Source: an optimization exercise on an open RTL-to-GDS flow (aim: small area). Production flows keep margins and buffers that such runs may drop. Function was checked by simulation only, so behaviour that the tests miss may differ from the original.

==> flow/design.v (outline; a module is shown in full before it is edited, if it fits) <==
// module sigmul: 974 lines
// module csa_fa: 5 lines
// module csa_ha: 5 lines
// module booth_sel2: 6 lines
// module booth_sel: 5 lines
// module mul_front: 31 lines
// module mul_back: 42 lines
// module add_front: 46 lines
// module add_back: 41 lines
// module add_back_ripple: 50 lines
// module fp_dot4: 49 lines
module fp_dot4 (
    input  wire         clk,
    input  wire         rst,
    input  wire         in_valid,
    input  wire [127:0] a,
    input  wire [127:0] b,
    output wire         out_valid,
    output wire [31:0]  result
);
  // ...
==> flow/run.sh <==
#!/bin/bash
# synth_recipe.tcl (not shown) runs the flow's synth.tcl, then flattens the netlist and writes it again
# the make line also repeats each setting of config.mk as NAME=value (left out here)
make -C /OpenROAD-flow-scripts/flow DESIGN_CONFIG=/design/flow/config.mk WORK_HOME=/design/flow/orfs CLKGATE_MAP_FILE= SYNTH_SCRIPT=/design/flow/synth_recipe.tcl finish
==> flow/config.mk <==
export PLATFORM = sky130hd
export DESIGN_NAME = fp_dot4
export DESIGN_NICKNAME = fp_dot4
export VERILOG_FILES = /design/flow/design.v
export SDC_FILE = /design/flow/constraint.sdc
export NUM_CORES = 4
export LEC_CHECK = 0
export CAP_MARGIN = 20
export CORE_MARGIN = 2
export CORE_UTILIZATION = 40
export SLEW_MARGIN = 20
export SYNTH_HIERARCHICAL = 1
export SYNTH_MINIMUM_KEEP_SIZE = 0
==> flow/constraint.sdc <==
create_clock -name core_clock -period 11.0 [get_ports {clk}]
set_input_delay 2.2000 -clock core_clock [delete_from_list [all_inputs] [get_ports {clk}]]
set_output_delay 2.2000 -clock core_clock [all_outputs]
set_load 0.01 [all_outputs]
==> flow_summary.toml, run 1 <==
[sta]
fin_crit_sh_pct = 94.14
finClkSkew_ps = 58.55
timing.final.ws_setup_ps = 644.8
relSlewSlack_pct = 22.93
setup_viol = 0
finalHoldViolCount = 0

[grt]
grt_use_total_pct = 26.98
grt.overflow.total = 0
grt_pass1_wl_um = 576200
grt_use_met3_pct = 3.405
use_met1_pct = 37.39

[final_layout]
clkCellAreaFrac_pct = 1.805
fillers = 25500
final_common_cell = "xnor2_1"
finalNetCount = 14460
clkbuf_count = 69
design.seq.count = 478
syn_to_final_growth_pct = 10.79
ff_latch_area_sq_um = 9570
final-nonclk-buf-share_pct = 4.560

[critical_path]
crit_fanout = 11
endpoint = "sum01_r[28]$_DFF_P_"
crit_path_frequent_cell = "ha_1"
required_ps = 11600
cpPeakStageDelay_ps = 740

[floorplan]
row_count = 188
die_w_um = 517.5

[logic_synthesis]
synth_area_leaders = "fa_1 20%, xnor2_1 12%, ha_1 10%, dfxtp_1 9.1%, a22oi_1 8.3%"
avgSynthCellArea_sq_um = 8.975
yosys_warnings = 9
yosys-top-cells-count = "1498 x xnor2_1, 1170 x a22oi_1, 1029 x fa_1, 867 x ha_1, 689 x nor2_1"
yosysSeqAreaShare_pct = 9.073

[placement]
gp_congestion = 0.9724
dpl_cell_area_sq_um = 114600

[run_status]
status = "no timing/DRC/antenna violations"

[drt]
dr.pass1.iters = 6
drtAntennaViolNets = 0

[clocking]
cts_hold_buffers = 0
cts-resized-gates = 0
cts_buffers = 57

[hold_path]
min_path_cells = 1
==> run 2, diff against run 1 <==
--- a/flow/config.mk
+++ b/flow/config.mk
@@ -7,7 +7,8 @@
 export LEC_CHECK = 0
 export CAP_MARGIN = 20
 export CORE_MARGIN = 2
-export CORE_UTILIZATION = 40
+export CORE_UTILIZATION = 60
+export PLACE_DENSITY = 0.72
 export SLEW_MARGIN = 20
 export SYNTH_HIERARCHICAL = 1
 export SYNTH_MINIMUM_KEEP_SIZE = 0
==> run 2 against run 1 <==
Net effect: still clean on timing, DRC and antenna; flip-flop and latch count unchanged; register-to-register slack got worse by 40 ps; fmax down 0.38%; sequential share of layout area is 0.13 points higher; worst setup slack worse by 40 ps; final cell count decreased by 7.8%; critical path type unchanged; largest cell class unchanged; highest routed layer unchanged.
==> flow_summary.toml, run 2 <==
[final_layout]
drive_gt1_share_pct = 9.371
final_common_cell = "xnor2_1"
finalNetCount = 14410
final_cell_mix = "1498 x xnor2_1, 1170 x a22oi_1, 1029 x fa_1"
largest_reg_flops = 164
regMostFlops = "ms_r"
fillers = 14620
design_area_sq_um = 115000
syn_to_final_growth_pct = 9.030
reg_top3 = "ms_r: 164 flops, prod_r: 128 flops"

[run_status]
status = "no timing/DRC/antenna violations"

[logic_synthesis]
synth_compound_area_share_pct = 23.35
synthArstFlopShare_pct = 0
synth_xor_area_share_pct = 13.86
ys_types = 138
yosysTopAreaCellShare_pct = 19.53
yosysSeqAreaShare_pct = 9.073
synth_mux_area_share_pct = 7.721
synth_top_family_by_area = "adder cells"
yosysTopAreaCell = "fa_1"
synth.most_common_cell = "xnor2_1"
synth_area_leaders = "fa_1 20%, xnor2_1 12%, ha_1 10%, dfxtp_1 9.1%, a22oi_1 8.3%"
synth_fa_ha_area_share_pct = 29.82
yosys_warnings = 9
synth-edff-count = 0
synth_flop_cell = "dfxtp_1"
synthCells = 11750
syn_area_sq_um = 105500
synth-simple-area-share_pct = 12.36
yosys-top-cells-count = "1498 x xnor2_1, 1170 x a22oi_1, 1029 x fa_1, 867 x ha_1, 689 x nor2_1"
avgSynthCellArea_sq_um = 8.975
synth_seq_cells = 478

[critical_path]
critPathLaunchType = "flop"
cp.arrival_ps = 11010
cpPeakStageDelay_ps = 710
reg2reg_to = "sum01_r[8]$_DFF_P_"
reg2reg_depth = 49
crit_fanout = 22
criticalPathCategory = "flop to flop"
crit_path_frequent_cell = "ha_1"
cp_slowest_cell = "or4_1"
required_ps = 11620
reg2reg_slack_ps = 610
r2r-start = "st01_r[38]$_DFF_P_"
worstSetupEndpointType = "flop"

[grt]
grt_max_degree = 137
grt_use_total_pct = 38.65
grt_pass1_wl_um = 558700
grt.overflow.total = 0
grt_pass1_vias = 98350
antenna_found_initial = 12

[sta]
period_minus_slack_ps = 10390
relSlewSlack_pct = 25.19
setup_viol = 0
fmax_mhz = 96.20
finClkSkew_ps = 60.66
fin_crit_sh_pct = 94.50
worstMarginPinSlew_ps = 1115
finalHoldViolCount = 0
rsz0062_at_grt = "no"
slew_viol_final = 0
tns_ps = 0

[floorplan]
die_w_um = 423.3
row_count = 153
die-area_sq_um = 179200
ios = 292
die_y_um = 423.3
core_sq_um = 174200
start_util_pct = 60.54

[clocking]
cts_hold_buffers = 0
clk_pin_slew_worst_paths_ps = 60
clk_latency_ps = 700
clock_sinks = 478
cts_buffers = 54
cts_tree = "yes"
htree_levels = 2
cts_buffer_depth = 3
root_buffer = "clkbuf_16"

[placement]
dp_hpwl_um = 277800
gp_congestion = 1.007
portBuffers = 291
dpl_cell_area_sq_um = 112800

[drt]
vias_per_cell = 6.755
wire_per_inst_um = 24.36
drc = 0
dr.pass1.iters = 10
drt_iter0_drc = 11850
drtAntennaViolNets = 0
dr_total_vias = 98900
drt_wl_total_um = 356700

[hold_path]
min-delay-start = "valid_pipe[3]$_SDFF_PP0_"
min_path_cells = 1
hp-class = "flop to flop"
whs_endpoint = "valid_pipe[4]$_SDFF_PP0_"

[job]
maxCapViolCount = 0
[run 2: changes by cell type in the layout (fill, tap and decap cells not counted), moves of 3 or more]
cell / change
clkinv_2: -5
buf_4: -46
clkbuf_8: +5
clkbuf_16: -3
clkinv_4: +5
diode_2: +9
[run 2: critical path: cells and delay by family, from the launching register on]
family,cells,cell delay (ps)
DFF,1,360
and+or+nand+nor,6,2250
buffers and inverters,4,540
adders and majority gates,34,6290
AOI/OAI and AO/OA,5,860
[run 2: how the worst max path moves through the flow]
| stage | from | end | cells past startpoint |
|---|---|---|---|
| 2_1_floorplan | b[90] | ms_r[106]$_DFF_P_ | 24 |
| 3_3_place_gp | st23_r[35]$_DFF_P_ | sum23_r[14]$_DFF_P_ | 48 |
| 3_5_place_dp | st23_r[35]$_DFF_P_ | sum23_r[2]$_DFF_P_ | 48 |
| 4_1_cts | st23_r[35]$_DFF_P_ | sum23_r[2]$_DFF_P_ | 48 |
| 5_1_grt | st01_r[35]$_DFF_P_ | sum01_r[22]$_DFF_P_ | 49 |
| 6_report | st01_r[38]$_DFF_P_ | sum01_r[8]$_DFF_P_ | 49 |
[run 2: logic make-up (layout without fill, tap and decap cells)]
| group | Yosys count | after routing |
|---|---|---|
| AOI/OAI and AO/OA | 3470 | 3470 |
| xor gates and xnor gates | 1667 | 1667 |
| adders and majority gates | 1896 | 1896 |
| buffers and inverters | 922 | 1178 |
| DFF | 478 | 478 |
| muxes | 745 | 745 |
| other | 8 | 317 |
| and+or+nand+nor | 2566 | 2566 |
[run 2: per-module statistics from Yosys (local to each module, per instance), excerpt]
module,flops+latches,cell area (sq um),cells,times used
booth_sel,0,21.27,2,48
mul_back,0,888.4,138,4
add_front,0,7226,1082,3
csa_fa,0,20.02,1,1016
add_back,0,3770,575,1
mul_front,0,1229,149,4
csa_ha,0,12.51,1,332
[run 2: cell type report]
type	count	area (sq um)	area share, %
Timing Repair Buffer	563	4999	4.347
Clock buffer	67	1510	1.313
Sequential cell	478	9569	8.321
Inverter	514	1932	1.680
Tap cell	2325	2909	2.530
Clock inverter	34	541.8	0.4711
Multi-Input combinational cell	10650	93500	81.31
Antenna cell	13	32.53	0.02829
[run 2: routing by layer]
layer / wire length (um) / share of wire (%) / track usage, %
met1: 145600 / 41 / 52.80
met2: 154900 / 43 / 58.62
met3: 37610 / 11 / 7.823
met4: 18530 / 5.2 / 17.96
met5: 55 / 0.015 / 0
[run 2: what timing repair did]
item | in CTS | in global routing
endpoints found under the hold margin | 0 | 0
setup endpoints to repair | 0 | 54
resized for setup | 0 | 8
buffers inserted | 0 | 2
[run 2: per-stage QoR]
step	utilization, %	hold WS, ps	setup WS [ps]	std cells
3_5_place_dp	64.73	423.9	46.02	14520
6_report	66.01	437.8	605.3	14640
3_3_place_gp	64.73	425.3	214.3	14520
2_1_floorplan	-	405.7	674.0	12050
5_1_grt	66.01	462.5	43.14	14640
4_1_cts	65.91	441.8	48.96	14620

==> what the ideal ports hide <==
In the flow no input, the clock included, has a driving cell. The finished layouts below were timed again as built, in two steps.
Step 1, drivers: a clkbuf_16 drives clk and a buf_2 each remaining input, both assumed.
Step 2 also shifts input and output timing later by t, the mid clock arrival at the registers, as if the neighbouring blocks saw the same clock.
Slacks: ideal ports / drivers / drivers and shift; pairs: ideal ports / drivers.
run	t, ns	slack for setup (ns)	hold slack, ns	worst setup path after step 2	latest minus earliest clock arrival (ns)
run 1	0.778	0.645 / 0.645 / 0.080	0.442 / 0.442 / 0.442	input to register	0.061 / 0.061
run 2	0.738	0.605 / 0.605 / -0.053	0.438 / 0.438 / 0.438	input to register	0.061 / 0.061
Met with ideal ports but missed after step 2: setup timing in run 2. The setup slack of run 2, which loses most, moves by 0.000 ns with the drivers and by -0.658 ns with both steps.
